Source: an optimization exercise on an open RTL-to-GDS flow (aim: small area and a short achievable clock period). Production flows keep margins and buffers that such runs may drop. Only simulation tests tie the RTL to the original design; equivalence was not proved.

==> flow/design.v (outline; a module is shown in full before it is edited, if it fits) <==
// module iq_comp: 621 lines
// module iq_a21o: 3 lines
// module iq_a21oi: 3 lines
// module iq_a22o: 3 lines
// module iq_a22oi: 3 lines
// module iq_and2: 3 lines
// module iq_fa: 3 lines
// module iq_ha: 3 lines
// module iq_inv: 3 lines
// module iq_maj3: 3 lines
// module iq_mux2i: 3 lines
// module iq_mux2x2: 3 lines
// module iq_nand2: 3 lines
// module iq_nor2: 3 lines
// module iq_nor3: 3 lines
// module iq_o21ai: 3 lines
// module iq_xnor2: 3 lines
// module iq_xor2: 3 lines
// module iq_xor3: 3 lines
// module iq_benc: 9 lines
// module iq_bencn: 9 lines
// module iq_add13: 3 lines
module iq_comp (
	input clk, RESETn,
	input freeze_iqcomp,
	input [1:0] op_mode,
	input [3:0] Ix, Qx,
	input signed [12:0] Wr_in, Wj_in,
	output reg signed [3:0] Iy, Qy,
	output wire settled,
	output reg signed [12:0] Wr, Wj
);
  // ...
==> flow/flow/run.sh <==
#!/bin/bash
# Layout flow: the standard flow, with two changes:
#  - synthesis maps the RTL's leaf modules to the cells given in
#    flow/cells_map.v (via ORFS's SYNTH_CANONICALIZE_TCL hook);
#  - port buffers are buf_1 cells.
set -euo pipefail
here=$(pwd)
export SYNTH_CANONICALIZE_TCL="$here/flow/canon.tcl"
export BUFFER_PORTS_ARGS="-buffer_cell sky130_fd_sc_hd__buf_1"
bash standard.sh > "$here/standard.log" 2>&1
==> flow/flow/canon.tcl <==
# Sourced by ORFS's synthesis canonicalize step (SYNTH_CANONICALIZE_TCL):
# replaces the leaf modules of the RTL by their cell-level views in
# cells_map.v (same functions, as sky130 cells).
set here [file dirname [file normalize [info script]]]
set f [open [file join $here leaf_modules.txt] r]
set leaves [string trim [read $f]]
close $f
foreach m $leaves {
  delete =$m
}
read_verilog [file join $here cells_map.v]
hierarchy -check -top $::env(DESIGN_NAME)
==> flow/flow/cells_map.v <==
// Generated by gen/gen13.py: cell-level views of the leaf modules of rtl/iq_comp.v

module iq_a21o (input a, b, c, output y);
sky130_fd_sc_hd__a21o_1 g (.A1(a), .A2(b), .B1(c), .X(y));
endmodule

module iq_a21oi (input a, b, c, output y);
sky130_fd_sc_hd__a21oi_1 g (.A1(a), .A2(b), .B1(c), .Y(y));
endmodule

module iq_a22o (input a, b, c, d, output y);
sky130_fd_sc_hd__a22o_1 g (.A1(a), .A2(b), .B1(c), .B2(d), .X(y));
endmodule

module iq_a22oi (input a, b, c, d, output y);
sky130_fd_sc_hd__a22oi_1 g (.A1(a), .A2(b), .B1(c), .B2(d), .Y(y));
endmodule

module iq_and2 (input a, b, output y);
sky130_fd_sc_hd__and2_1 g (.A(a), .B(b), .X(y));
endmodule

module iq_fa (input a, b, c, output s, co);
sky130_fd_sc_hd__fa_1 g (.A(a), .B(b), .CIN(c), .SUM(s), .COUT(co));
endmodule

module iq_ha (input a, b, output s, co);
sky130_fd_sc_hd__ha_1 g (.A(a), .B(b), .SUM(s), .COUT(co));
endmodule

module iq_inv (input a, output y);
sky130_fd_sc_hd__inv_1 g (.A(a), .Y(y));
endmodule

module iq_maj3 (input a, b, c, output y);
sky130_fd_sc_hd__maj3_1 g (.A(a), .B(b), .C(c), .X(y));
endmodule

module iq_mux2i (input a0, a1, s, output y);
sky130_fd_sc_hd__mux2i_1 g (.A0(a0), .A1(a1), .S(s), .Y(y));
endmodule

module iq_mux2x2 (input a0, a1, s, output y);
sky130_fd_sc_hd__mux2_2 g (.A0(a0), .A1(a1), .S(s), .X(y));
endmodule

module iq_nand2 (input a, b, output y);
sky130_fd_sc_hd__nand2_1 g (.A(a), .B(b), .Y(y));
endmodule

module iq_nor2 (input a, b, output y);
sky130_fd_sc_hd__nor2_1 g (.A(a), .B(b), .Y(y));
endmodule

module iq_nor3 (input a, b, c, output y);
sky130_fd_sc_hd__nor3_1 g (.A(a), .B(b), .C(c), .Y(y));
endmodule

module iq_o21ai (input a, b, c, output y);
sky130_fd_sc_hd__o21ai_0 g (.A1(a), .A2(b), .B1(c), .Y(y));
endmodule

module iq_xnor2 (input a, b, output y);
sky130_fd_sc_hd__xnor2_1 g (.A(a), .B(b), .Y(y));
endmodule

module iq_xor2 (input a, b, output y);
sky130_fd_sc_hd__xor2_1 g (.A(a), .B(b), .X(y));
endmodule

module iq_xor3 (input a, b, c, output y);
sky130_fd_sc_hd__xor3_1 g (.A(a), .B(b), .C(c), .X(y));
endmodule

module iq_benc (input [3:0] I, output [5:0] e);
wire nI0, nI1, e1n, f;
sky130_fd_sc_hd__inv_1 g0 (.A(I[0]), .Y(nI0));
sky130_fd_sc_hd__inv_4 g1 (.A(nI0), .Y(e[0]));
sky130_fd_sc_hd__inv_1 g2 (.A(I[1]), .Y(nI1));
sky130_fd_sc_hd__and2b_4 g3 (.A_N(I[0]), .B(I[1]), .X(e[1]));
sky130_fd_sc_hd__inv_4 g4 (.A(nI1), .Y(e[2]));
sky130_fd_sc_hd__xnor2_1 g5 (.A(I[1]), .B(I[2]), .Y(e1n));
sky130_fd_sc_hd__inv_4 g6 (.A(e1n), .Y(e[3]));
sky130_fd_sc_hd__xor2_1 g7 (.A(I[3]), .B(I[2]), .X(f));
sky130_fd_sc_hd__nor2b_4 g8 (.A(f), .B_N(e1n), .Y(e[4]));
sky130_fd_sc_hd__inv_4 g9 (.A(I[3]), .Y(e[5]));
endmodule

module iq_bencn (input [3:0] I, output [5:0] e);
wire nI0, nI3, e1n, f;
sky130_fd_sc_hd__inv_1 g0 (.A(I[0]), .Y(nI0));
sky130_fd_sc_hd__inv_4 g1 (.A(nI0), .Y(e[0]));
sky130_fd_sc_hd__and2b_4 g3 (.A_N(I[0]), .B(I[1]), .X(e[1]));
sky130_fd_sc_hd__inv_4 g4 (.A(I[1]), .Y(e[2]));
sky130_fd_sc_hd__xnor2_1 g5 (.A(I[1]), .B(I[2]), .Y(e1n));
sky130_fd_sc_hd__inv_4 g6 (.A(e1n), .Y(e[3]));
sky130_fd_sc_hd__xor2_1 g7 (.A(I[3]), .B(I[2]), .X(f));
sky130_fd_sc_hd__nor2b_4 g8 (.A(f), .B_N(e1n), .Y(e[4]));
sky130_fd_sc_hd__inv_1 g9 (.A(I[3]), .Y(nI3));
sky130_fd_sc_hd__inv_4 g10 (.A(nI3), .Y(e[5]));
endmodule



module iq_add13(A, B, s);
  input [12:0] A;
  wire [12:0] A;
  input [12:0] B;
  wire [12:0] B;
  output [12:0] s;
  wire [12:0] s;
  wire _00_;
  wire _01_;
  wire _02_;
  wire _03_;
  wire _04_;
  wire _05_;
  wire _06_;
  wire _07_;
  wire _08_;
  wire _09_;
  wire _10_;
  wire _11_;
  wire _12_;
  wire _13_;
  wire _14_;
  wire _15_;
  wire _16_;
  wire _17_;
  wire _18_;
  wire _19_;
  wire _20_;
  wire _21_;
  wire _22_;
  wire _23_;
  wire _24_;
  wire _25_;
  wire _26_;
  wire _27_;
  wire _28_;
  wire _29_;
  wire _30_;
  wire _31_;
  wire _32_;
  wire _33_;
  wire _34_;
  wire _35_;
  wire _36_;
  wire _37_;
  wire _38_;
  sky130_fd_sc_hd__nand2_1 _39_ (
    .A(A[0]),
    .B(B[0]),
    .Y(_00_)
  );
  sky130_fd_sc_hd__xor2_1 _40_ (
    .A(A[0]),
    .B(B[0]),
    .X(s[0])
  );
  sky130_fd_sc_hd__nor2_1 _41_ (
    .A(A[11]),
    .B(B[11]),
    .Y(_01_)
  );
  sky130_fd_sc_hd__nand2_1 _42_ (
    .A(A[11]),
    .B(B[11]),
    .Y(_02_)
  );
  sky130_fd_sc_hd__and2_0 _43_ (
    .A(A[10]),
    .B(B[10]),
    .X(_03_)
  );
  sky130_fd_sc_hd__nor2_1 _44_ (
    .A(A[10]),
    .B(B[10]),
    .Y(_04_)
  );
  sky130_fd_sc_hd__nor2_1 _45_ (
    .A(_03_),
    .B(_04_),
    .Y(_05_)
  );
  sky130_fd_sc_hd__nand2_1 _46_ (
    .A(A[9]),
    .B(B[9]),
    .Y(_06_)
  );
  sky130_fd_sc_hd__or2_0 _47_ (
    .A(A[9]),
    .B(B[9]),
    .X(_07_)
  );
  sky130_fd_sc_hd__nand2_1 _48_ (
    .A(A[8]),
    .B(B[8]),
    .Y(_08_)
  );
  sky130_fd_sc_hd__xnor2_1 _49_ (
    .A(A[8]),
    .B(B[8]),
    .Y(_09_)
  );
  sky130_fd_sc_hd__and2_0 _50_ (
    .A(A[7]),
    .B(B[7]),
    .X(_10_)
  );
  sky130_fd_sc_hd__nor2_1 _51_ (
    .A(A[7]),
    .B(B[7]),
    .Y(_11_)
  );
  sky130_fd_sc_hd__and2_0 _52_ (
    .A(A[6]),
    .B(B[6]),
    .X(_12_)
  );
  sky130_fd_sc_hd__nor2_1 _53_ (
    .A(A[6]),
    .B(B[6]),
    .Y(_13_)
  );
  sky130_fd_sc_hd__nor2_1 _54_ (
    .A(_12_),
    .B(_13_),
    .Y(_14_)
  );
  sky130_fd_sc_hd__nand2_1 _55_ (
    .A(A[1]),
    .B(B[1]),
    .Y(_15_)
  );
  sky130_fd_sc_hd__nor2_1 _56_ (
    .A(A[1]),
    .B(B[1]),
    .Y(_16_)
  );
  sky130_fd_sc_hd__xor2_1 _57_ (
    .A(A[1]),
    .B(B[1]),
    .X(_17_)
  );
  sky130_fd_sc_hd__o21ai_0 _58_ (
    .A1(_00_),
    .A2(_16_),
    .B1(_15_),
    .Y(_18_)
  );
  sky130_fd_sc_hd__xnor2_1 _59_ (
    .A(A[2]),
    .B(B[2]),
    .Y(_19_)
  );
  sky130_fd_sc_hd__maj3_1 _60_ (
    .A(A[2]),
    .B(B[2]),
    .C(_18_),
    .X(_20_)
  );
  sky130_fd_sc_hd__xnor2_1 _61_ (
    .A(A[3]),
    .B(B[3]),
    .Y(_21_)
  );
  sky130_fd_sc_hd__maj3_1 _62_ (
    .A(A[3]),
    .B(B[3]),
    .C(_20_),
    .X(_22_)
  );
  sky130_fd_sc_hd__xnor2_1 _63_ (
    .A(A[4]),
    .B(B[4]),
    .Y(_23_)
  );
  sky130_fd_sc_hd__maj3_1 _64_ (
    .A(A[4]),
    .B(B[4]),
    .C(_22_),
    .X(_24_)
  );
  sky130_fd_sc_hd__xnor2_1 _65_ (
    .A(A[5]),
    .B(B[5]),
    .Y(_25_)
  );
  sky130_fd_sc_hd__maj3_1 _66_ (
    .A(A[5]),
    .B(B[5]),
    .C(_24_),
    .X(_26_)
  );
  sky130_fd_sc_hd__a21o_1 _67_ (
    .A1(_14_),
    .A2(_26_),
    .B1(_12_),
    .X(_27_)
  );
  sky130_fd_sc_hd__a211oi_1 _68_ (
    .A1(_14_),
    .A2(_26_),
    .B1(_10_),
    .C1(_12_),
    .Y(_28_)
  );
  sky130_fd_sc_hd__nor2_1 _69_ (
    .A(_11_),
    .B(_28_),
    .Y(_29_)
  );
  sky130_fd_sc_hd__o31ai_1 _70_ (
    .A1(_09_),
    .A2(_11_),
    .A3(_28_),
    .B1(_08_),
    .Y(_30_)
  );
  sky130_fd_sc_hd__o311ai_0 _71_ (
    .A1(_09_),
    .A2(_11_),
    .A3(_28_),
    .B1(_08_),
    .C1(_06_),
    .Y(_31_)
  );
  sky130_fd_sc_hd__nand2_1 _72_ (
    .A(_07_),
    .B(_31_),
    .Y(_32_)
  );
  sky130_fd_sc_hd__a31oi_1 _73_ (
    .A1(_05_),
    .A2(_07_),
    .A3(_31_),
    .B1(_03_),
    .Y(_33_)
  );
  sky130_fd_sc_hd__o21ai_0 _74_ (
    .A1(_01_),
    .A2(_33_),
    .B1(_02_),
    .Y(_34_)
  );
  sky130_fd_sc_hd__xnor2_1 _75_ (
    .A(A[12]),
    .B(B[12]),
    .Y(_35_)
  );
  sky130_fd_sc_hd__xnor2_1 _76_ (
    .A(_34_),
    .B(_35_),
    .Y(s[12])
  );
  sky130_fd_sc_hd__nor2b_1 _77_ (
    .A(_01_),
    .B_N(_02_),
    .Y(_36_)
  );
  sky130_fd_sc_hd__xnor2_1 _78_ (
    .A(_33_),
    .B(_36_),
    .Y(s[11])
  );
  sky130_fd_sc_hd__xnor2_1 _79_ (
    .A(_05_),
    .B(_32_),
    .Y(s[10])
  );
  sky130_fd_sc_hd__nand2_1 _80_ (
    .A(_06_),
    .B(_07_),
    .Y(_37_)
  );
  sky130_fd_sc_hd__xnor2_1 _81_ (
    .A(_30_),
    .B(_37_),
    .Y(s[9])
  );
  sky130_fd_sc_hd__xnor2_1 _82_ (
    .A(_09_),
    .B(_29_),
    .Y(s[8])
  );
  sky130_fd_sc_hd__or2_0 _83_ (
    .A(_10_),
    .B(_11_),
    .X(_38_)
  );
  sky130_fd_sc_hd__xnor2_1 _84_ (
    .A(_27_),
    .B(_38_),
    .Y(s[7])
  );
  sky130_fd_sc_hd__xor2_1 _85_ (
    .A(_14_),
    .B(_26_),
    .X(s[6])
  );
  sky130_fd_sc_hd__xnor2_1 _86_ (
    .A(_24_),
    .B(_25_),
    .Y(s[5])
  );
  sky130_fd_sc_hd__xnor2_1 _87_ (
    .A(_22_),
    .B(_23_),
    .Y(s[4])
  );
  sky130_fd_sc_hd__xnor2_1 _88_ (
    .A(_20_),
    .B(_21_),
    .Y(s[3])
  );
  sky130_fd_sc_hd__xnor2_1 _89_ (
    .A(_18_),
    .B(_19_),
    .Y(s[2])
  );
  sky130_fd_sc_hd__xnor2_1 _90_ (
    .A(_00_),
    .B(_17_),
    .Y(s[1])
  );
endmodule
==> flow/flow/leaf_modules.txt <==
iq_a21o iq_a21oi iq_a22o iq_a22oi iq_and2 iq_fa iq_ha iq_inv iq_maj3 iq_mux2i iq_mux2x2 iq_nand2 iq_nor2 iq_nor3 iq_o21ai iq_xnor2 iq_xor2 iq_xor3 iq_benc iq_bencn iq_add13
==> flow/standard.sh <==
#!/bin/bash
# synth_recipe.tcl (not shown) runs the flow's synth.tcl, then flattens the netlist and writes it again
# the make line also repeats each setting of config.mk as NAME=value (left out here)
make -C /OpenROAD-flow-scripts/flow DESIGN_CONFIG=/design/flow/config.mk WORK_HOME=/design/flow/orfs CLKGATE_MAP_FILE= SYNTH_SCRIPT=/design/flow/synth_recipe.tcl "${@:-finish}"
==> flow/config.mk <==
export PLATFORM = sky130hd
export DESIGN_NAME = iq_comp
export DESIGN_NICKNAME = iq_comp
export VERILOG_FILES = /design/flow/design.v
export SDC_FILE = /design/flow/constraint.sdc
export NUM_CORES = 4
export LEC_CHECK = 0
export CAP_MARGIN = 20
export CORE_MARGIN = 2
export CORE_UTILIZATION = 40
export CTS_BUF_LIST = sky130_fd_sc_hd__clkbuf_8
export SETUP_SLACK_MARGIN = 2.25
export SLEW_MARGIN = 20
export SYNTH_HIERARCHICAL = 1
export SYNTH_MINIMUM_KEEP_SIZE = 0
==> flow/constraint.sdc <==
create_clock -name core_clock -period 8.0 [get_ports {clk}]
set_input_delay 1.6000 -clock core_clock [delete_from_list [all_inputs] [get_ports {clk}]]
set_output_delay 1.6000 -clock core_clock [all_outputs]
set_load 0.01 [all_outputs]
==> metrics.json, run 1 <==
{
  "timing": {
    "fin_crit_sh_pct": 68.59,
    "headroom_to_the_max_slew_limit_pct": 25.31
  },
  "yosys": {
    "post_synth_and_or_nand_nor_area_fraction_pct": 11.78,
    "yosys_register_bits": 34,
    "synthesis.area_per_instance_um2": 8.862,
    "synth-compound-area-share_pct": 17.12,
    "synth.lib_cells_used.distinct": 35,
    "seq_area_frac_synth_pct": 9.772,
    "yosys_most_used_dff": "sky130_fd_sc_hd__dfxtp_1"
  },
  "drt": {
    "vias_per_cell": 5.295,
    "routed_wirelength_mm": 19.07,
    "met1Wirelength_mm": 8.971
  },
  "critical_path": {
    "critPathArrivalTime_ns": 5.72,
    "family_with_the_most_delay_on_the_worst_path": "compound AO/OA/AOI/OAI gates",
    "crit_start": "op_mode[0]"
  },
  "clocking": {
    "post_cts_resize_count": 0,
    "clock_tree_from_tritoncts": "yes",
    "skew_pair_late_insertion_delay_ns": 0.30,
    "clkSinkCount": 34
  },
  "die": {
    "io_pins": 74,
    "die_height_um": 136.0
  },
  "final_layout": {
    "fin_area_mm2": 0.007639,
    "layout.buffer.nonclock.area_share_pct": 3.980,
    "final_util_pct": 44.47,
    "layout.nets": 1002
  },
  "hold_path": {
    "sink_of_the_worst_hold_path": "Wr[12]"
  },
  "grt": {
    "globalRouteTotalUtil_pct": 21.21
  },
  "run_status": {
    "outcome": "complete, no violations"
  }
}
==> run 2, diff against run 1 <==
--- a/flow/config.mk
+++ b/flow/config.mk
@@ -10,5 +10,5 @@
 export CORE_UTILIZATION = 40
 export CTS_BUF_LIST = sky130_fd_sc_hd__clkbuf_8
-export SETUP_SLACK_MARGIN = 2.25
+export SETUP_SLACK_MARGIN = 2.0
 export SLEW_MARGIN = 20
 export SYNTH_HIERARCHICAL = 1
==> run 2 against run 1 <==
  * Synthesized area is the same
  * First-iteration DRC count unchanged
  * Still clean on timing, DRC and antenna
  * Critical endpoint unchanged
  * Register-to-register slack about the same
  * Core utilization about the same
  * Sequential share of layout area about the same
  * Clock-buffer cell count unchanged
  * Flip-flop and latch count unchanged
  * Cell area about the same
  * Fmax decreased by 3.0%
  * Worst hold slack hardly changed
==> metrics.json, run 2 <==
{
  "run_status": {
    "outcome": {"value": "complete, no violations", "change": "unchanged"}
  },
  "critical_path": {
    "cp_max_fo": {"value": 21, "change": "unchanged"},
    "timing.setup.critical_path_class": {"value": "input port to register", "change": "unchanged"},
    "reg2reg_to": {"value": "Wr[12]", "change": "unchanged"},
    "worst_r2r_startpoint": {"value": "Qy[1]", "change": "unchanged"},
    "family_with_the_most_delay_on_the_worst_path": {"value": "compound AO/OA/AOI/OAI gates", "change": "unchanged"},
    "critPathMaxStageDelay": {"value": 0.52, "unit": "ns", "change": "was 0.51 ns"},
    "crit_path_cell_trace": {"value": "buf_2 > mux2_2 > a22oi_1 > xnor2_1 > ha_1 > fa_1 > fa_1 > nor2_1 > o21ai_0 > a21oi_1 > inv_1 > a21oi_1 > inv_1 > a21o_1 > xor2_1 > a21o_1 > mux2i_1", "change": "was buf_4 > mux2_2 > a22oi_1 > xnor2_1 > ha_1 > fa_1 > fa_1 > nor2_1 > o21ai_0 > a21oi_1 > inv_1 > a21oi_1 > inv_1 > a21o_1 > xor2_1 > a21o_1 > mux2i_1"},
    "r2r.worst_path.cells": {"value": 13, "change": "unchanged"},
    "cp_num_buf_inv": {"value": 3, "change": "unchanged"},
    "timing.critical_path.depth": {"value": 17, "change": "unchanged"},
    "critical_path.endpoint": {"value": "Qy[1]", "change": "unchanged"},
    "crit_start": {"value": "op_mode[0]", "change": "unchanged"},
    "setup.worst_path.start_class": {"value": "input port", "change": "unchanged"},
    "reg2reg_setup_slack": {"value": 3.24, "unit": "ns", "change": "about the same"},
    "crit_path_top_delay_cell": {"value": "sky130_fd_sc_hd__mux2_2", "change": "was sky130_fd_sc_hd__fa_1"},
    "critPathArrivalTime": {"value": 5.88, "unit": "ns", "change": "was 5.72 ns"},
    "worstPathRequired": {"value": 8.23, "unit": "ns", "change": "about the same"},
    "cp-end-kind": {"value": "register", "change": "unchanged"}
  },
  "clocking": {
    "clkSinkCount": {"value": 34, "change": "unchanged"},
    "clkSlewWorstSetupHoldPaths": {"value": 0.08, "unit": "ns", "change": "about the same"},
    "maximum_level_of_the_cts_h_tree": {"value": 2, "change": "unchanged"},
    "cts_inserted_buffers": {"value": 5, "change": "unchanged"},
    "clock_tree_from_tritoncts": {"value": "yes", "change": "unchanged"},
    "post_cts_resize_count": {"value": 0, "change": "unchanged"},
    "clk_root_buffer_cell": {"value": "sky130_fd_sc_hd__clkbuf_8", "change": "unchanged"},
    "cts_hold_repair.buffers": {"value": 0, "change": "unchanged"},
    "skew_pair_late_insertion_delay": {"value": 0.30, "unit": "ns", "change": "about the same"},
    "cts.repair_timing.setup_buffer_count": {"value": 0, "change": "unchanged"},
    "cts_max_path_buffers": {"value": 2, "change": "unchanged"}
  },
  "grt": {
    "grt_first_pass_wirelength": {"value": 30.64, "unit": "mm", "change": "unchanged"},
    "globalRouteTotalUtil": {"value": 21.21, "unit": "%", "change": "unchanged"},
    "grt.overflow.total": {"value": 0, "change": "unchanged"},
    "number_of_antenna_violations_at_the_first_check_in_global_routing": {"value": 0, "change": "unchanged"},
    "grt_pass1_vias": {"value": 5672, "change": "unchanged"},
    "maximum_number_of_pins_on_one_net_before_global_route_repair": {"value": 27, "change": "unchanged"}
  },
  "timing": {
    "period_needed": {"value": 5.655, "unit": "ns", "change": "was 5.487 ns"},
    "finish_stage_setup_viols": {"value": 0, "change": "unchanged"},
    "fin_ws": {"value": 2.345, "unit": "ns", "change": "was 2.513 ns"},
    "final.hold.worst_slack": {"value": 0.7262, "unit": "ns", "change": "about the same"},
    "hold_viol": {"value": 0, "change": "unchanged"},
    "final-max-slew-violation-count": {"value": 0, "change": "unchanged"},
    "clock-skew-final": {"value": 0.006167, "unit": "ns", "change": "was 0.006161 ns"},
    "headroom_to_the_max_slew_limit": {"value": 25.35, "unit": "%", "change": "was 25.31%"},
    "fmaxAchievable": {"value": 176.8, "unit": "MHz", "change": "was 182.2 MHz"},
    "finalSetupTns": {"value": 0, "unit": "ns", "change": "unchanged"},
    "grt_setup_unrepaired": {"value": "no", "change": "unchanged"},
    "worst_pin_slew": {"value": 1.120, "unit": "ns", "change": "about the same"},
    "fin_crit_sh": {"value": 70.69, "unit": "%", "change": "was 68.59%"}
  },
  "drt": {
    "detail_route.drc_violations": {"value": 0, "change": "unchanged"},
    "antenna_left": {"value": 0, "change": "unchanged"},
    "detail_route.iter0.violations": {"value": 489, "change": "unchanged"},
    "routed_wire_length_per_instance": {"value": 17.45, "unit": "µm", "change": "was 17.42 µm"},
    "vias_per_cell": {"value": 5.295, "change": "unchanged"},
    "routed_wirelength": {"value": 19.11, "unit": "mm", "change": "was 19.07 mm"},
    "drt_pre_antenna_iters": {"value": 6, "change": "was 5"},
    "via_count": {"value": 5798, "change": "unchanged"}
  },
  "yosys": {
    "yosys-top-cells-area": {"value": "sky130_fd_sc_hd__fa_1, sky130_fd_sc_hd__xnor2_1, sky130_fd_sc_hd__dfxtp_1", "change": "unchanged"},
    "syn-instance-count": {"value": 786, "change": "unchanged"},
    "synth.lib_cells_used.distinct": {"value": 35, "change": "unchanged"},
    "synth_largest_type_area_fraction": {"value": 18.68, "unit": "%", "change": "unchanged"},
    "synth_area_leader_cell": {"value": "sky130_fd_sc_hd__fa_1", "change": "unchanged"},
    "synth-async-reset-ratio": {"value": 0, "unit": "%", "change": "unchanged"},
    "synth_enable_flop_cells": {"value": 0, "change": "unchanged"},
    "yosys_register_bits": {"value": 34, "change": "unchanged"},
    "synth_most_common_cell": {"value": "sky130_fd_sc_hd__xnor2_1", "change": "unchanged"},
    "post_synth_most_frequent_cells": {"value": "sky130_fd_sc_hd__xnor2_1, sky130_fd_sc_hd__a22oi_1, sky130_fd_sc_hd__nand2_1", "change": "unchanged"},
    "syn-cell-area": {"value": 0.006965, "unit": "mm²", "change": "unchanged"},
    "synthesis.area_per_instance": {"value": 8.862, "unit": "µm²", "change": "unchanged"},
    "yosys_most_used_dff": {"value": "sky130_fd_sc_hd__dfxtp_1", "change": "unchanged"},
    "seq_area_frac_synth": {"value": 9.772, "unit": "%", "change": "unchanged"},
    "synthesis.yosys.warnings": {"value": 7, "change": "unchanged"}
  },
  "final_layout": {
    "drive_above_1_share": {"value": 7.241, "unit": "%", "change": "was 7.586%"},
    "final_common_cell": {"value": "sky130_fd_sc_hd__xnor2_1", "change": "unchanged"},
    "largestRegisters": {"value": "Wj x13, Wr x13", "change": "unchanged"},
    "layout.nets": {"value": 1002, "change": "unchanged"},
    "area_growth": {"value": 9.574, "unit": "%", "change": "was 9.664%"},
    "finish.cell_count_without_fillers": {"value": 1095, "change": "unchanged"},
    "num-fill-cells": {"value": 1754, "change": "was 1,749"},
    "mostFrequentLayoutCells": {"value": "sky130_fd_sc_hd__xnor2_1, sky130_fd_sc_hd__a22oi_1, sky130_fd_sc_hd__nand2_1, sky130_fd_sc_hd__buf_1, sky130_fd_sc_hd__fa_1", "change": "was sky130_fd_sc_hd__xnor2_1, sky130_fd_sc_hd__a22oi_1, sky130_fd_sc_hd__nand2_1"},
    "diode_insertion_count_for_antenna_repair": {"value": 0, "change": "unchanged"}
  },
  "hold_path": {
    "hold_path_class": {"value": "register to register", "change": "unchanged"}
  },
  "job": {
    "max_cap_violations": {"value": 0, "change": "unchanged"}
  },
  "die": {
    "die_area": {"value": 0.01849, "unit": "mm²", "change": "unchanged"},
    "floorplan.initialDensity": {"value": 40.55, "unit": "%", "change": "unchanged"},
    "io_pins": {"value": 74, "change": "unchanged"},
    "core-area": {"value": 0.01718, "unit": "mm²", "change": "unchanged"},
    "die_height": {"value": 136.0, "unit": "µm", "change": "unchanged"},
    "die_width": {"value": 136.0, "unit": "µm", "change": "unchanged"},
    "floorplan.rows": {"value": 48, "change": "unchanged"}
  },
  "placement": {
    "place_ws": {"value": 2.052, "unit": "ns", "change": "unchanged"},
    "place.detailed.hpwl": {"value": 15.21, "unit": "mm", "change": "unchanged"},
    "numPortBuffers": {"value": 73, "change": "unchanged"},
    "dpl.cell_count": {"value": 1087, "change": "unchanged"},
    "routabilityCongestion": {"value": 0.9642, "change": "unchanged"}
  }
}
run 2: cell types whose count changed in the layout (fill, tap and decap cells not counted):
cell | previous run | this run
sky130_fd_sc_hd__buf_1 | 69 | 72
sky130_fd_sc_hd__buf_2 | 0 | 1
sky130_fd_sc_hd__clkbuf_2 | 3 | 0
sky130_fd_sc_hd__buf_4 | 4 | 3
run 2: through the flow:
step / cell area [µm²] / util [%]
floorplan: 6969 / -
global placement: 7540 / 43.90
detailed placement: 7541 / 43.90
CTS: 7632 / 44.43
global route: 7632 / 44.43
finish: 7632 / 44.43
run 2: cell families (layout without fill, tap and decap cells):
logic type | after synthesis | count (layout) | share of synthesized area, %
compound gates | 165 | 165 | 17.12
buf+inv | 78 | 161 | 4.832
other cells | 1 | 2 | 0.05384
simple gates | 176 | 176 | 11.78
fa+ha+maj | 108 | 108 | 25.90
flops | 34 | 34 | 9.772
mux | 34 | 34 | 5.353
xor+xnor | 190 | 190 | 25.18
run 2: per-module statistics from Yosys, one instance, submodules excluded, a selection:
| module | flip-flops and latches | cells inside | area [µm²] | times used |
|---|---|---|---|---|
| iq_mux2x2 | 0 | 1 | 11.26 | 26 |
| iq_mux2i | 0 | 1 | 10.01 | 8 |
| iq_a22o | 0 | 1 | 8.758 | 26 |
| iq_a22oi | 0 | 1 | 7.507 | 88 |
| iq_ha | 0 | 1 | 12.51 | 28 |
| iq_a21oi | 0 | 1 | 5.005 | 8 |
| iq_benc | 0 | 10 | 73.82 | 3 |
| iq_comp | 34 | 62 | 838.3 | 1 |
| iq_fa | 0 | 1 | 20.02 | 65 |
| iq_nand2 | 0 | 1 | 3.754 | 56 |
| iq_xor3 | 0 | 1 | 23.77 | 6 |
run 2: worst min path at each step:
stage / cells after the start / slack (ns) / from / endpoint
after floorplan: 2 / 0.69 / Wj[12] / Wj[12]
after global placement: 2 / 0.69 / Wr[12] / Wr[12]
after detailed placement: 2 / 0.72 / Wr[12] / Wr[12]
after CTS: 2 / 0.73 / Wr[12] / Wr[12]
after global routing: 2 / 0.77 / Wr[12] / Wr[12]
final: 2 / 0.73 / Wr[12] / Wr[12]
run 2: area by class of cell:
cell class | count | area (µm²) | area share (%)
clock inverter | 2 | 8.758 | 0.1148
tap | 225 | 281.5 | 3.689
timing repair buffer | 76 | 297.8 | 3.902
multi-input combinational | 675 | 5952 | 77.98
clock buffer | 6 | 82.58 | 1.082
inverter | 77 | 329.1 | 4.311
sequential | 34 | 680.7 | 8.918
run 2: worst register-to-register path, delay by kind of cell (launching register included):
family / cells / cell delay [ns]
compound gates: 5 / 1.31
xor+xnor: 1 / 0.14
fa+ha+maj: 6 / 2.39
flops: 1 / 0.61
simple gates: 1 / 0.21
run 2: routing by layer:
layer | routed length, µm | GRT usage (%)
met1 | 9078 | 30.45
met2 | 8899 | 35.38
met3 | 1066 | 2.759
met4 | 63 | 1.910
met5 | 0 | 0
==> run 3, diff against run 2 <==
--- a/flow/config.mk
+++ b/flow/config.mk
@@ -10,5 +10,5 @@
 export CORE_UTILIZATION = 40
 export CTS_BUF_LIST = sky130_fd_sc_hd__clkbuf_8
-export SETUP_SLACK_MARGIN = 2.0
+export SETUP_SLACK_MARGIN = 2.75
 export SLEW_MARGIN = 20
 export SYNTH_HIERARCHICAL = 1
==> run 3 against run 2 <==
  * Non-clock buffer count rose by 21
  * Critical path type unchanged
  * Highest routed layer unchanged
  * Fmax increased by 10%
  * Die area stayed put
==> metrics.json, run 3 <==
{
  "drt": {
    "antenna_left": {"value": 0, "change": "unchanged"},
    "drt_pre_antenna_iters": {"value": 5, "change": "was 6"},
    "detail_route.iter0.violations": {"value": 371, "change": "was 489"},
    "detail_route.drc_violations": {"value": 0, "change": "unchanged"},
    "routed_wire_length_per_instance": {"value": 18.08, "unit": "µm", "change": "was 17.45 µm"},
    "via_count": {"value": 5939, "change": "was 5,798"},
    "routed_wirelength": {"value": 20.23, "unit": "mm", "change": "was 19.11 mm"},
    "vias_per_cell": {"value": 5.307, "change": "was 5.295"}
  },
  "die": {
    "floorplan.rows": {"value": 48, "change": "unchanged"},
    "die_height": {"value": 136.0, "unit": "µm", "change": "unchanged"},
    "die_area": {"value": 0.01849, "unit": "mm²", "change": "unchanged"},
    "die_width": {"value": 136.0, "unit": "µm", "change": "unchanged"},
    "io_pins": {"value": 74, "change": "unchanged"},
    "floorplan.initialDensity": {"value": 40.55, "unit": "%", "change": "unchanged"},
    "core-area": {"value": 0.01718, "unit": "mm²", "change": "unchanged"}
  },
  "final_layout": {
    "num-fill-cells": {"value": 1723, "change": "was 1,754"},
    "finish.cell_count_without_fillers": {"value": 1119, "change": "was 1,095"},
    "final_common_cell": {"value": "sky130_fd_sc_hd__xnor2_1", "change": "unchanged"},
    "area_growth": {"value": 17.69, "unit": "%", "change": "was 9.574%"},
    "largestRegisters": {"value": "Wj x13, Wr x13", "change": "unchanged"},
    "final_util": {"value": 47.73, "unit": "%", "change": "was 44.43%"},
    "layout.nets": {"value": 1026, "change": "was 1,002"},
    "mostFrequentLayoutCells": {"value": "sky130_fd_sc_hd__xnor2_1, sky130_fd_sc_hd__nand2_1, sky130_fd_sc_hd__a22oi_1", "change": "was sky130_fd_sc_hd__xnor2_1, sky130_fd_sc_hd__a22oi_1, sky130_fd_sc_hd__nand2_1, sky130_fd_sc_hd__buf_1, sky130_fd_sc_hd__fa_1"},
    "drive_above_1_share": {"value": 15.55, "unit": "%", "change": "was 7.241%"},
    "diode_insertion_count_for_antenna_repair": {"value": 0, "change": "unchanged"}
  },
  "critical_path": {
    "crit_path_cell_trace": {"value": "buf_16 > buf_4 > mux2_4 > a22oi_1 > xnor2_1 > ha_1 > fa_1 > fa_2 > xor3_1 > nor2_1 > nor3_1 > a21o_1 > xor2_1 > a21o_1 > mux2i_1", "change": "was buf_2 > mux2_2 > a22oi_1 > xnor2_1 > ha_1 > fa_1 > fa_1 > nor2_1 > o21ai_0 > a21oi_1 > inv_1 > a21oi_1 > inv_1 > a21o_1 > xor2_1 > a21o_1 > mux2i_1"},
    "crit_path_top_delay_cell": {"value": "sky130_fd_sc_hd__fa_2", "change": "was sky130_fd_sc_hd__mux2_2"},
    "worstPathRequired": {"value": 8.23, "unit": "ns", "change": "about the same"},
    "setup.worst_path.start_class": {"value": "input port", "change": "unchanged"},
    "reg2reg_setup_slack": {"value": 3.21, "unit": "ns", "change": "was 3.24 ns"},
    "timing.setup.critical_path_class": {"value": "input port to register", "change": "unchanged"},
    "worst_r2r_startpoint": {"value": "Qy[1]", "change": "unchanged"},
    "cp_max_fo": {"value": 11, "change": "was 21"},
    "family_with_the_most_delay_on_the_worst_path": {"value": "adder cells", "change": "was compound AO/OA/AOI/OAI gates"},
    "critPathArrivalTime": {"value": 5.36, "unit": "ns", "change": "was 5.88 ns"},
    "cp_num_buf_inv": {"value": 2, "change": "was 3"},
    "cp-end-kind": {"value": "register", "change": "unchanged"},
    "crit_start": {"value": "op_mode[0]", "change": "unchanged"},
    "crit_top_cell": "sky130_fd_sc_hd__a21o_1",
    "critPathMaxStageDelay": {"value": 0.60, "unit": "ns", "change": "was 0.52 ns"},
    "r2r.worst_path.cells": {"value": 13, "change": "unchanged"},
    "reg2reg_to": {"value": "Wr[12]", "change": "unchanged"}
  },
  "clocking": {
    "maximum_level_of_the_cts_h_tree": {"value": 2, "change": "unchanged"},
    "clock_tree_from_tritoncts": {"value": "yes", "change": "unchanged"},
    "cts_max_path_buffers": {"value": 2, "change": "unchanged"},
    "clkSinkCount": {"value": 34, "change": "unchanged"},
    "cts_inserted_buffers": {"value": 5, "change": "unchanged"},
    "clkSlewWorstSetupHoldPaths": {"value": 0.08, "unit": "ns", "change": "about the same"},
    "cts_hold_repair.buffers": {"value": 0, "change": "unchanged"},
    "clk_root_buffer_cell": {"value": "sky130_fd_sc_hd__clkbuf_8", "change": "unchanged"},
    "skew_pair_late_insertion_delay": {"value": 0.30, "unit": "ns", "change": "about the same"}
  },
  "hold_path": {
    "min-delay-start": {"value": "Wr[12]", "change": "unchanged"},
    "hold_path_class": {"value": "register to register", "change": "unchanged"},
    "worst_hold_stages": {"value": 2, "change": "unchanged"},
    "sink_of_the_worst_hold_path": {"value": "Wr[12]", "change": "unchanged"}
  },
  "yosys": {
    "synth_enable_flop_cells": {"value": 0, "change": "unchanged"},
    "synth.lib_cells_used.distinct": {"value": 35, "change": "unchanged"},
    "synth-async-reset-ratio": {"value": 0, "unit": "%", "change": "unchanged"},
    "synthesis.area_per_instance": {"value": 8.862, "unit": "µm²", "change": "unchanged"},
    "yosys_register_bits": {"value": 34, "change": "unchanged"},
    "synth_area_leader_cell": {"value": "sky130_fd_sc_hd__fa_1", "change": "unchanged"},
    "synthesis.yosys.warnings": {"value": 7, "change": "unchanged"},
    "yosys_most_used_dff": {"value": "sky130_fd_sc_hd__dfxtp_1", "change": "unchanged"},
    "synth_most_common_cell": {"value": "sky130_fd_sc_hd__xnor2_1", "change": "unchanged"},
    "seq_area_frac_synth": {"value": 9.772, "unit": "%", "change": "unchanged"},
    "post_synth_most_frequent_cells": {"value": "sky130_fd_sc_hd__xnor2_1, sky130_fd_sc_hd__a22oi_1, sky130_fd_sc_hd__nand2_1", "change": "unchanged"},
    "syn-cell-area": {"value": 0.006965, "unit": "mm²", "change": "unchanged"},
    "yosys-top-cells-area": {"value": "sky130_fd_sc_hd__fa_1, sky130_fd_sc_hd__xnor2_1, sky130_fd_sc_hd__dfxtp_1", "change": "unchanged"},
    "synth_largest_type_area_fraction": {"value": 18.68, "unit": "%", "change": "unchanged"},
    "syn-instance-count": {"value": 786, "change": "unchanged"}
  },
  "timing": {
    "hold_viol": {"value": 0, "change": "unchanged"},
    "headroom_to_the_max_slew_limit": {"value": 24.95, "unit": "%", "change": "was 25.35%"},
    "finalSetupTns": {"value": 0, "unit": "ns", "change": "unchanged"},
    "clock-skew-final": {"value": 0.006231, "unit": "ns", "change": "was 0.006167 ns"},
    "grt_setup_unrepaired": {"value": "yes", "change": "was no"},
    "fin_ws": {"value": 2.871, "unit": "ns", "change": "was 2.345 ns"},
    "fmaxAchievable": {"value": 195.0, "unit": "MHz", "change": "was 176.8 MHz"},
    "worst_pin_slew": {"value": 1.126, "unit": "ns", "change": "was 1.120 ns"},
    "finish_stage_setup_viols": {"value": 0, "change": "unchanged"},
    "final-max-slew-violation-count": {"value": 0, "change": "unchanged"},
    "period_needed": {"value": 5.129, "unit": "ns", "change": "was 5.655 ns"},
    "fin_crit_sh": {"value": 64.11, "unit": "%", "change": "was 70.69%"}
  },
  "grt": {
    "maximum_number_of_pins_on_one_net_before_global_route_repair": {"value": 27, "change": "unchanged"},
    "grt.overflow.total": {"value": 0, "change": "unchanged"},
    "grt_first_pass_wirelength": {"value": 30.69, "unit": "mm", "change": "was 30.64 mm"},
    "globalRouteTotalUtil": {"value": 21.24, "unit": "%", "change": "was 21.21%"},
    "grt_pass1_vias": {"value": 5690, "change": "was 5,672"},
    "number_of_antenna_violations_at_the_first_check_in_global_routing": {"value": 0, "change": "unchanged"}
  },
  "placement": {
    "dpl.cell_count": {"value": 1087, "change": "unchanged"},
    "place.detailed.hpwl": {"value": 15.21, "unit": "mm", "change": "unchanged"},
    "place_ws": {"value": 2.052, "unit": "ns", "change": "unchanged"},
    "routabilityCongestion": {"value": 0.9642, "change": "unchanged"},
    "numPortBuffers": {"value": 73, "change": "unchanged"}
  },
  "job": {
    "max_cap_violations": {"value": 0, "change": "unchanged"}
  },
  "run_status": {
    "outcome": {"value": "complete, no violations", "change": "unchanged"}
  }
}
[run 3: cell counts after synthesis]
No cell type changed its count.
[run 3: per-layer routing]
metal,GRT usage [%],routed length [µm],vias up
li1,-,-,2883
met1,30.35,9231,2876
met2,35.38,9579,164
met3,2.759,1246,16
met4,2.373,176,0
met5,0,0,-
[run 3: cell families (layout without fill, tap and decap cells)]
family | count (synthesis) | count (layout) | share of synthesized area [%]
multiplexers | 34 | 34 | 5.353
AND/OR/NAND/NOR | 176 | 179 | 11.78
XOR/XNOR | 190 | 190 | 25.18
AO/OA/AOI/OAI | 165 | 165 | 17.12
other | 1 | 2 | 0.05384
adder cells (fa/ha/maj) | 108 | 108 | 25.90
buffers and inverters | 78 | 182 | 4.832
flip-flops | 34 | 34 | 9.772
[run 3: stage by stage]
stage | hold slack [ns] | instance area, µm²
6_report | 0.7220 | 8198
5_1_grt | 0.7678 | 8198
4_1_cts | 0.7253 | 7699
3_5_place_dp | 0.7162 | 7541
3_3_place_gp | 0.6941 | 7540
2_1_floorplan | 0.6915 | 6969
[run 3: final cells by class]
class / count / area [µm²] / share of cell area [%]
clock buffers: 6 / 82.58 / 1.007
clock inverters: 2 / 8.758 / 0.1068
inverters: 77 / 329.1 / 4.014
multi-input cells: 678 / 6286 / 76.68
flip-flops and latches: 34 / 680.7 / 8.303
well taps: 225 / 281.5 / 3.434
repair buffers: 97 / 529.3 / 6.456
[run 3: per-module statistics from Yosys, one instance, submodules excluded, a selection]
module / area (µm²) / cells inside
iq_benc: 73.82 / 10
iq_a22o: 8.758 / 1
iq_add13: 356.6 / 52
iq_fa: 20.02 / 1
iq_o21ai: 5.005 / 1
iq_nor2: 3.754 / 1
iq_a21oi: 5.005 / 1
[run 3: timing repair]
action,CTS,global route
cloned,0,4
buffers inserted,0,20
resized for setup,21,65
pin swaps,2,17
setup endpoints to repair,8,8
[run 3: worst max-delay path by stage]
stage / endpoint / slack (ns) / cells past startpoint
finish: Iy[3] / 2.87 / 15
CTS: Qy[1] / 2.76 / 15
global placement: Iy[0] / 1.58 / 15
global route: Iy[0] / 2.72 / 15
detailed placement: Qy[1] / 2.05 / 17
floorplan: Iy[0] / 3.05 / 13
[run 3: worst min-delay path, cell delays in order (launching register included)]
cell	delay, ns
sky130_fd_sc_hd__dfxtp_1	0.37
sky130_fd_sc_hd__mux2_2	0.21
sky130_fd_sc_hd__a22o_1	0.12
==> run 4, diff against run 3 <==
--- a/flow/config.mk
+++ b/flow/config.mk
@@ -8,7 +8,7 @@
 export CAP_MARGIN = 20
 export CORE_MARGIN = 2
-export CORE_UTILIZATION = 40
+export CORE_UTILIZATION = 50
 export CTS_BUF_LIST = sky130_fd_sc_hd__clkbuf_8
-export SETUP_SLACK_MARGIN = 2.75
+export SETUP_SLACK_MARGIN = 2.5
 export SLEW_MARGIN = 20
 export SYNTH_HIERARCHICAL = 1
==> run 4 against run 3 <==
  * Fmax decreased by 3.8%
  * Sequential share of layout area increased by 0.35 points
  * Via count increased by 3.1%
  * Die area decreased by 19%
  * Worst hold slack improved by 0.0095 ns
  * Clock skew increased by 0.0080 ns
  * First-iteration DRC count increased by 66%
  * Worst setup slack got worse by 0.20 ns
==> metrics.json, run 4 <==
{
  "critical_path": {
    "crit_path_top_delay_cell": {"value": "sky130_fd_sc_hd__fa_2", "change": "unchanged"},
    "family_with_the_most_delay_on_the_worst_path": {"value": "adder cells", "change": "unchanged"},
    "cp_num_buf_inv": {"value": 2, "change": "unchanged"},
    "critPathMaxStageDelay": {"value": 0.64, "unit": "ns", "change": "was 0.60 ns"},
    "cp-end-kind": {"value": "register", "change": "unchanged"},
    "critPathArrivalTime": {"value": 5.57, "unit": "ns", "change": "was 5.36 ns"},
    "crit_path_cell_trace": {"value": "clkbuf_4 > clkbuf_16 > mux2_2 > a22oi_2 > xnor2_1 > ha_1 > fa_1 > fa_2 > xor3_2 > nor2_1 > o21ai_0 > a21o_1 > xor2_1 > a21o_1 > mux2i_1", "change": "was buf_16 > buf_4 > mux2_4 > a22oi_1 > xnor2_1 > ha_1 > fa_1 > fa_2 > xor3_1 > nor2_1 > nor3_1 > a21o_1 > xor2_1 > a21o_1 > mux2i_1"},
    "crit_top_cell": {"value": "sky130_fd_sc_hd__a21o_1", "change": "unchanged"},
    "setup.worst_path.start_class": {"value": "input port", "change": "unchanged"},
    "cp_max_fo": {"value": 12, "change": "was 11"},
    "worstPathRequired": {"value": 8.24, "unit": "ns", "change": "was 8.23 ns"},
    "timing.setup.critical_path_class": {"value": "input port to register", "change": "unchanged"}
  },
  "die": {
    "io_pins": {"value": 74, "change": "unchanged"},
    "die_width": {"value": 122.0, "unit": "µm", "change": "was 136.0 µm"},
    "floorplan.rows": {"value": 43, "change": "was 48"},
    "core-area": {"value": 0.01372, "unit": "mm²", "change": "was 0.01718 mm²"},
    "die_area": {"value": 0.01489, "unit": "mm²", "change": "was 0.01849 mm²"},
    "die_height": {"value": 122.0, "unit": "µm", "change": "was 136.0 µm"},
    "floorplan.initialDensity": {"value": 50.77, "unit": "%", "change": "was 40.55%"}
  },
  "timing": {
    "grt_setup_unrepaired": {"value": "yes", "change": "unchanged"},
    "final-max-slew-violation-count": {"value": 0, "change": "unchanged"},
    "finish_stage_setup_viols": {"value": 0, "change": "unchanged"},
    "fmaxAchievable": {"value": 187.6, "unit": "MHz", "change": "was 195.0 MHz"},
    "finalSetupTns": {"value": 0, "unit": "ns", "change": "unchanged"},
    "fin_crit_sh": {"value": 66.64, "unit": "%", "change": "was 64.11%"},
    "hold_viol": {"value": 0, "change": "unchanged"},
    "worst_pin_slew": {"value": 0.6054, "unit": "ns", "change": "was 1.126 ns"},
    "clock-skew-final": {"value": 0.01420, "unit": "ns", "change": "was 0.006231 ns"},
    "period_needed": {"value": 5.331, "unit": "ns", "change": "was 5.129 ns"},
    "headroom_to_the_max_slew_limit": {"value": 59.64, "unit": "%", "change": "was 24.95%"}
  },
  "grt": {
    "grt_first_pass_wirelength": {"value": 31.85, "unit": "mm", "change": "was 30.69 mm"},
    "globalRouteTotalUtil": {"value": 27.75, "unit": "%", "change": "was 21.24%"},
    "grt_pass1_vias": {"value": 6025, "change": "was 5,690"},
    "number_of_antenna_violations_at_the_first_check_in_global_routing": {"value": 0, "change": "unchanged"},
    "maximum_number_of_pins_on_one_net_before_global_route_repair": {"value": 28, "change": "was 27"},
    "grt.overflow.total": {"value": 0, "change": "unchanged"}
  },
  "drt": {
    "vias_per_cell": {"value": 5.799, "change": "was 5.307"},
    "routed_wirelength": {"value": 20.75, "unit": "mm", "change": "was 20.23 mm"},
    "routed_wire_length_per_instance": {"value": 19.65, "unit": "µm", "change": "was 18.08 µm"},
    "drt_pre_antenna_iters": {"value": 6, "change": "was 5"},
    "detail_route.drc_violations": {"value": 0, "change": "unchanged"},
    "detail_route.iter0.violations": {"value": 616, "change": "was 371"},
    "via_count": {"value": 6124, "change": "was 5,939"},
    "antenna_left": {"value": 0, "change": "unchanged"}
  },
  "run_status": {
    "outcome": {"value": "complete, no violations", "change": "unchanged"}
  },
  "yosys": {
    "synth_area_leader_cell": {"value": "sky130_fd_sc_hd__fa_1", "change": "unchanged"},
    "yosys-top-cells-area": {"value": "sky130_fd_sc_hd__fa_1, sky130_fd_sc_hd__xnor2_1, sky130_fd_sc_hd__dfxtp_1", "change": "unchanged"},
    "synthesis.area_per_instance": {"value": 8.862, "unit": "µm²", "change": "unchanged"},
    "synth.lib_cells_used.distinct": {"value": 35, "change": "unchanged"},
    "synth-async-reset-ratio": {"value": 0, "unit": "%", "change": "unchanged"},
    "synth_enable_flop_cells": {"value": 0, "change": "unchanged"},
    "synth_largest_type_area_fraction": {"value": 18.68, "unit": "%", "change": "unchanged"},
    "yosys_most_used_dff": {"value": "sky130_fd_sc_hd__dfxtp_1", "change": "unchanged"},
    "syn-instance-count": {"value": 786, "change": "unchanged"},
    "post_synth_most_frequent_cells": {"value": "sky130_fd_sc_hd__xnor2_1, sky130_fd_sc_hd__a22oi_1, sky130_fd_sc_hd__nand2_1", "change": "unchanged"},
    "seq_area_frac_synth": {"value": 9.772, "unit": "%", "change": "unchanged"},
    "yosys_register_bits": {"value": 34, "change": "unchanged"},
    "synth_most_common_cell": {"value": "sky130_fd_sc_hd__xnor2_1", "change": "unchanged"},
    "syn-cell-area": {"value": 0.006965, "unit": "mm²", "change": "unchanged"},
    "synthesis.yosys.warnings": {"value": 7, "change": "unchanged"}
  },
  "clocking": {
    "skew_pair_late_insertion_delay": {"value": 0.32, "unit": "ns", "change": "was 0.30 ns"},
    "clock_tree_from_tritoncts": {"value": "yes", "change": "unchanged"},
    "cts_max_path_buffers": {"value": 2, "change": "unchanged"},
    "cts_inserted_buffers": {"value": 5, "change": "unchanged"},
    "maximum_level_of_the_cts_h_tree": {"value": 2, "change": "unchanged"},
    "clk_root_buffer_cell": {"value": "sky130_fd_sc_hd__clkbuf_8", "change": "unchanged"},
    "cts_hold_repair.buffers": {"value": 0, "change": "unchanged"},
    "clkSinkCount": {"value": 34, "change": "unchanged"},
    "clkSlewWorstSetupHoldPaths": {"value": 0.08, "unit": "ns", "change": "about the same"}
  },
  "placement": {
    "place.detailed.hpwl": {"value": 16.12, "unit": "mm", "change": "was 15.21 mm"},
    "numPortBuffers": {"value": 73, "change": "unchanged"},
    "routabilityCongestion": {"value": 0.9314, "change": "was 0.9642"}
  },
  "final_layout": {
    "area_growth": {"value": 12.93, "unit": "%", "change": "was 17.69%"},
    "drive_above_1_share": {"value": 11.76, "unit": "%", "change": "was 15.55%"},
    "final_common_cell": {"value": "sky130_fd_sc_hd__xnor2_1", "change": "unchanged"},
    "layout.nets": {"value": 1008, "change": "was 1,026"},
    "diode_insertion_count_for_antenna_repair": {"value": 0, "change": "unchanged"},
    "mostFrequentLayoutCells": {"value": "sky130_fd_sc_hd__xnor2_1, sky130_fd_sc_hd__a22oi_1, sky130_fd_sc_hd__nand2_1", "change": "was sky130_fd_sc_hd__xnor2_1, sky130_fd_sc_hd__nand2_1, sky130_fd_sc_hd__a22oi_1"},
    "largestRegisters": {"value": "Wj x13, Wr x13", "change": "unchanged"}
  },
  "hold_path": {
    "hold_path_class": {"value": "register to register", "change": "unchanged"}
  },
  "job": {
    "max_cap_violations": {"value": 0, "change": "unchanged"}
  }
}
[run 4: cell counts after synthesis]
No cell type changed its count.
[run 4: metrics by stage]
stage / hold slack [ns] / utilization (%) / std cells / cell area, µm² / setup WS, ns
finish: 0.7315 / 57.34 / 1056 / 7866 / 2.669
global route: 0.7434 / 57.34 / 1056 / 7866 / 2.466
CTS: 0.7206 / 55.24 / 1049 / 7579 / 2.509
detailed placement: 0.6988 / 54.49 / 1041 / 7476 / 2.021
global placement: 0.6778 / 54.49 / 1041 / 7476 / 2.086
floorplan: 0.6915 / - / 787 / 6969 / 3.050
[run 4: per-layer routing]
layer / share of wire, % / up-vias / GRT usage, % / routed length, µm
li1: - / 2850 / - / -
met2: 47 / 266 / 45.64 / 9773
met1: 42 / 2967 / 37.12 / 8809
met5: 0 / - / 0 / 0
met4: 2.9 / 0 / 10.34 / 610
met3: 7.5 / 41 / 3.839 / 1560
[run 4: logic make-up after synthesis]
logic type	share of synthesized area (%)
and+or+nand+nor	11.78
muxes	5.353
adders and majority gates	25.90
AOI/OAI and AO/OA	17.12
buffers and inverters	4.832
other	0.05384
xor gates and xnor gates	25.18
DFF	9.772
[run 4: cell type report]
type	count	area (µm²)
Multi-Input combinational cell	675	6138
Sequential cell	34	680.7
Clock buffer	6	82.58
Inverter	77	329.1
Tap cell	180	225.2
Fill cell	1282	5853
Timing Repair Buffer	82	397.9
Clock inverter	2	12.51
[run 4: repair_timing]
action | in CTS | in global routing
setup buffers | 0 | 5
pin swaps | 0 | 6
setup endpoints to repair | 8 | 8
gates cloned | 0 | 2
gates resized for setup | 2 | 57
[run 4: per-module statistics from Yosys (local to each module, per instance), a selection]
module | flops+latches | cells inside
iq_xor2 | 0 | 1
iq_mux2i | 0 | 1
iq_inv | 0 | 1
iq_a22oi | 0 | 1
iq_o21ai | 0 | 1
iq_benc | 0 | 10
iq_bencn | 0 | 10
[run 4: final timing paths]
| kind | startpoint | end | slack, ns | depth (start not counted) |
|---|---|---|---|---|
| worst max register to register | Qy[1] | Wr[12] | 3.06 | 13 |
| worst min-delay path | Wr[12] | Wr[12] | 0.73 | 2 |
| worst max-delay path | op_mode[0] | Iy[0] | 2.67 | 15 |
| worst min register to register | Wr[12] | Wr[12] | 0.73 | 2 |
[run 4: worst min-delay path, stage by stage (launching register included)]
cell	delay [ns]
sky130_fd_sc_hd__dfxtp_1	0.35
sky130_fd_sc_hd__mux2_2	0.20
sky130_fd_sc_hd__a22o_1	0.14
==> run 5, diff against run 4 <==
--- a/flow/config.mk
+++ b/flow/config.mk
@@ -8,6 +8,7 @@
 export CAP_MARGIN = 20
 export CORE_MARGIN = 2
-export CORE_UTILIZATION = 50
+export CORE_UTILIZATION = 40
 export CTS_BUF_LIST = sky130_fd_sc_hd__clkbuf_8
+export PLACE_DENSITY = 0.7
 export SETUP_SLACK_MARGIN = 2.5
 export SLEW_MARGIN = 20
==> run 5 against run 4 <==
  * Sequential share of layout area about the same
  * First-iteration DRC count fell by 26%
  * Critical path depth did not move
  * Synthesized area stayed put
  * Synthesized cell count unchanged
  * Die area up 24%
  * Cell area hardly changed
  * Routed wire length down 9.1%
  * Critical endpoint is now Qy[2]
==> metrics.json, run 5 <==
{
  "clocking": {
    "maximum_level_of_the_cts_h_tree": {"value": 2, "change": "unchanged"},
    "clk_root_buffer_cell": {"value": "sky130_fd_sc_hd__clkbuf_8", "change": "unchanged"},
    "clkSinkCount": {"value": 34, "change": "unchanged"},
    "clock_tree_from_tritoncts": {"value": "yes", "change": "unchanged"},
    "cts_hold_repair.buffers": {"value": 0, "change": "unchanged"},
    "cts_inserted_buffers": {"value": 5, "change": "unchanged"}
  },
  "drt": {
    "via_count": {"value": 5965, "change": "was 6,124"},
    "drt_pre_antenna_iters": {"value": 5, "change": "was 6"},
    "vias_per_cell": {"value": 5.423, "change": "was 5.799"},
    "routed_wire_length_per_instance": {"value": 17.16, "unit": "µm", "change": "was 19.65 µm"},
    "antenna_left": {"value": 0, "change": "unchanged"},
    "routed_wirelength": {"value": 18.87, "unit": "mm", "change": "was 20.75 mm"},
    "detail_route.iter0.violations": {"value": 454, "change": "was 616"},
    "detail_route.drc_violations": {"value": 0, "change": "unchanged"}
  },
  "yosys": {
    "yosys_most_used_dff": {"value": "sky130_fd_sc_hd__dfxtp_1", "change": "unchanged"},
    "synth_enable_flop_cells": {"value": 0, "change": "unchanged"},
    "synth_area_leader_cell": {"value": "sky130_fd_sc_hd__fa_1", "change": "unchanged"},
    "post_synth_most_frequent_cells": {"value": "sky130_fd_sc_hd__xnor2_1, sky130_fd_sc_hd__a22oi_1, sky130_fd_sc_hd__nand2_1", "change": "unchanged"},
    "syn-instance-count": {"value": 786, "change": "unchanged"},
    "synth.lib_cells_used.distinct": {"value": 35, "change": "unchanged"},
    "syn-cell-area": {"value": 0.006965, "unit": "mm²", "change": "unchanged"},
    "yosys-top-cells-area": {"value": "sky130_fd_sc_hd__fa_1, sky130_fd_sc_hd__xnor2_1, sky130_fd_sc_hd__dfxtp_1", "change": "unchanged"},
    "yosys_register_bits": {"value": 34, "change": "unchanged"},
    "synth_most_common_cell": {"value": "sky130_fd_sc_hd__xnor2_1", "change": "unchanged"}
  },
  "die": {
    "io_pins": {"value": 74, "change": "unchanged"},
    "floorplan.rows": {"value": 48, "change": "was 43"},
    "floorplan.initialDensity": {"value": 40.55, "unit": "%", "change": "was 50.77%"},
    "core-area": {"value": 0.01718, "unit": "mm²", "change": "was 0.01372 mm²"},
    "die_width": {"value": 136.0, "unit": "µm", "change": "was 122.0 µm"},
    "die_area": {"value": 0.01849, "unit": "mm²", "change": "was 0.01489 mm²"}
  },
  "critical_path": {
    "setup.worst_path.start_class": {"value": "input port", "change": "unchanged"},
    "critPathMaxStageDelay": {"value": 0.59, "unit": "ns", "change": "was 0.64 ns"},
    "r2r.worst_path.cells": {"value": 13, "change": "unchanged"},
    "critPathArrivalTime": {"value": 5.54, "unit": "ns", "change": "was 5.57 ns"},
    "critical_path.endpoint": {"value": "Qy[2]", "change": "was Iy[0]"},
    "worstPathRequired": {"value": 8.22, "unit": "ns", "change": "was 8.24 ns"},
    "family_with_the_most_delay_on_the_worst_path": {"value": "adder cells", "change": "unchanged"},
    "cp_num_buf_inv": {"value": 2, "change": "unchanged"},
    "cp_max_fo": {"value": 13, "change": "was 12"},
    "worst_r2r_startpoint": {"value": "Iy[1]", "change": "was Qy[1]"},
    "reg2reg_to": {"value": "Wr[12]", "change": "unchanged"},
    "crit_path_cell_trace": {"value": "clkbuf_4 > clkbuf_16 > mux2_2 > a22oi_2 > xnor2_1 > ha_1 > fa_1 > fa_2 > xor3_1 > nor2_1 > o21ai_0 > a21o_1 > xor2_1 > a21o_1 > mux2i_1", "change": "was clkbuf_4 > clkbuf_16 > mux2_2 > a22oi_2 > xnor2_1 > ha_1 > fa_1 > fa_2 > xor3_2 > nor2_1 > o21ai_0 > a21o_1 > xor2_1 > a21o_1 > mux2i_1"}
  },
  "final_layout": {
    "fin_area": {"value": 0.007871, "unit": "mm²", "change": "was 0.007866 mm²"},
    "final_common_cell": {"value": "sky130_fd_sc_hd__xnor2_1", "change": "unchanged"},
    "multi_input_comb_area": {"value": 0.006078, "unit": "mm²", "change": "was 0.006138 mm²"},
    "mostFrequentLayoutCells": {"value": "sky130_fd_sc_hd__xnor2_1, sky130_fd_sc_hd__a22oi_1, sky130_fd_sc_hd__nand2_1", "change": "unchanged"},
    "layout.nets": {"value": 1007, "change": "was 1,008"},
    "largestRegisters": {"value": "Wj x13, Wr x13", "change": "unchanged"},
    "ff_latch_area": {"value": 680.7, "unit": "µm²", "change": "unchanged"}
  },
  "timing": {
    "headroom_to_the_max_slew_limit": {"value": 28.90, "unit": "%", "change": "was 59.64%"},
    "finish_stage_setup_viols": {"value": 0, "change": "unchanged"},
    "grt_setup_unrepaired": {"value": "no", "change": "was yes"},
    "fin_crit_sh": {"value": 66.55, "unit": "%", "change": "was 66.64%"},
    "clock-skew-final": {"value": 0.01126, "unit": "ns", "change": "was 0.01420 ns"},
    "hold_viol": {"value": 0, "change": "unchanged"},
    "final-max-slew-violation-count": {"value": 0, "change": "unchanged"},
    "worst_pin_slew": {"value": 1.066, "unit": "ns", "change": "was 0.6054 ns"}
  },
  "grt": {
    "grt.overflow.total": {"value": 0, "change": "unchanged"},
    "grt_pass1_vias": {"value": 5781, "change": "was 6,025"},
    "grt_first_pass_wirelength": {"value": 29.97, "unit": "mm", "change": "was 31.85 mm"},
    "maximum_number_of_pins_on_one_net_before_global_route_repair": {"value": 28, "change": "unchanged"},
    "globalRouteTotalUtil": {"value": 20.50, "unit": "%", "change": "was 27.75%"},
    "number_of_antenna_violations_at_the_first_check_in_global_routing": {"value": 0, "change": "unchanged"}
  },
  "job": {
    "max_cap_violations": {"value": 0, "change": "unchanged"}
  },
  "hold_path": {
    "hold_path_class": {"value": "register to register", "change": "unchanged"}
  },
  "placement": {
    "numPortBuffers": {"value": 73, "change": "unchanged"},
    "dpl-instance-area": {"value": 0.007532, "unit": "mm²", "change": "was 0.007476 mm²"}
  },
  "run_status": {
    "outcome": {"value": "complete, no violations", "change": "unchanged"}
  }
}
==> run 5: logic make-up after synthesis <==
kind of cell | share of synthesized area, %
flip-flops | 9.772
XOR/XNOR | 25.18
multiplexers | 5.353
adder cells (fa/ha/maj) | 25.90
AND/OR/NAND/NOR | 11.78
AO/OA/AOI/OAI | 17.12
buffers and inverters | 4.832
other | 0.05384
==> run 5: worst min path at each step <==
stage,end,slack [ns],cells after the start,from
CTS,Wj[0],0.71,2,Wj[0]
floorplan,Wj[12],0.69,2,Wj[12]
detailed placement,Wj[0],0.69,2,Wj[0]
global placement,Wj[0],0.69,2,Wj[0]
finish,Wj[0],0.71,2,Wj[0]
global route,Wj[0],0.77,2,Wj[0]
==> run 5: modules after synthesis (local to each module, per instance), excerpt <==
module    flip-flops and latches  cell area (µm²)  times used
iq_a21o                        0            7.507           8
iq_a22o                        0            8.758          26
iq_a22oi                       0            7.507          88
iq_and2                        0            6.256          14
iq_bencn                       0            73.82           1
iq_comp                       34            838.3           1
iq_fa                          0            20.02          65
iq_ha                          0            12.51          28
iq_inv                         0            3.754          47
iq_maj3                        0            10.01           6
iq_nand2                       0            3.754          56
iq_nor3                        0            5.005           2
iq_o21ai                       0            5.005          14
iq_xnor2                       0            8.758         110
iq_xor2                        0            8.758          26
iq_xor3                        0            23.77           6
==> run 5: worst register-to-register path: stages, from the launching register on <==
cell	delay (ns)
sky130_fd_sc_hd__dfxtp_1	0.66
sky130_fd_sc_hd__inv_1	0.10
sky130_fd_sc_hd__ha_1	0.31
sky130_fd_sc_hd__fa_1	0.47
sky130_fd_sc_hd__maj3_1	0.39
sky130_fd_sc_hd__maj3_1	0.43
sky130_fd_sc_hd__maj3_1	0.41
sky130_fd_sc_hd__maj3_1	0.42
sky130_fd_sc_hd__a211oi_1	0.42
sky130_fd_sc_hd__o311ai_0	0.24
sky130_fd_sc_hd__a31oi_1	0.31
sky130_fd_sc_hd__o21ai_0	0.15
sky130_fd_sc_hd__xnor2_1	0.14
sky130_fd_sc_hd__a22o_1	0.22
==> run 5: per-layer routing <==
layer  global-route usage, %  up-vias  wire length [µm]
met2                   34.96      172              8920
met5                       0        -                 0
li1                        -     2851                 -
met4                   4.861        0               450
met1                   27.83     2910              8654
met3                   2.274       32               847
==> run 5: layout make-up <==
type | instances | share of cell area [%]
Clock inverter | 2 | 0.1590
Timing Repair Buffer | 81 | 5.166
Tap cell | 225 | 3.577
Sequential cell | 34 | 8.647
Inverter | 77 | 4.181
Multi-Input combinational cell | 675 | 77.22
Clock buffer | 6 | 1.049
==> run 5: what timing repair did <==
| action | 4_1_cts | 5_1_grt |
|---|---|---|
| setup endpoints to repair | 4 | 8 |
| gates cloned | 0 | 2 |
| setup buffers | 0 | 4 |
| pin swaps | 1 | 5 |
| resized for setup | 8 | 43 |
==> run 5: stage by stage <==
step,hold WS (ns),std cells,setup WS [ns]
detailed placement,0.6864,1086,2.026
finish,0.7111,1100,2.676
CTS,0.7062,1094,2.565
global placement,0.6856,1086,2.061
floorplan,0.6915,787,3.050
global route,0.7707,1100,2.493

-- re-timing with driven ports --
In the flow no input, the clock included, has a driving cell. The finished layouts below were timed again as built, in two steps.
Step 1, drivers: a clkbuf_16 drives clk and a buf_2 each remaining input, both assumed.
Step 2, shift: input delay + t, output delay - t, t = (earliest + latest rising clock arrival at the registers) / 2. This alone moves slack from input paths to output paths.
Slacks: ideal ports / drivers / drivers and shift; pairs: ideal ports / drivers.
run | t (ns) | slack for setup (ns) | worst hold slack (ns) | slew at the worst register clock pin (ns) | worst data-port slew with drivers (ns)
run 1 | 0.325 | 2.513 / 2.519 / 2.194 | 0.726 / 0.726 / 0.726 | 0.08 / 0.08 | 0.04
run 2 | 0.325 | 2.345 / 2.355 / 2.030 | 0.726 / 0.726 / 0.726 | 0.08 / 0.08 | 0.04
run 3 | 0.327 | 2.871 / 2.739 / 2.412 | 0.722 / 0.722 / 0.722 | 0.08 / 0.08 | 0.18
run 4 | 0.348 | 2.669 / 2.679 / 2.331 | 0.731 / 0.731 / 0.731 | 0.09 / 0.09 | 0.04
run 5 | 0.329 | 2.676 / 2.684 / 2.356 | 0.711 / 0.711 / 0.711 | 0.08 / 0.08 | 0.04
After both steps every run listed still meets setup and hold. The setup slack of run 3, which loses most, moves by -0.132 ns with the drivers and by -0.459 ns with both steps.
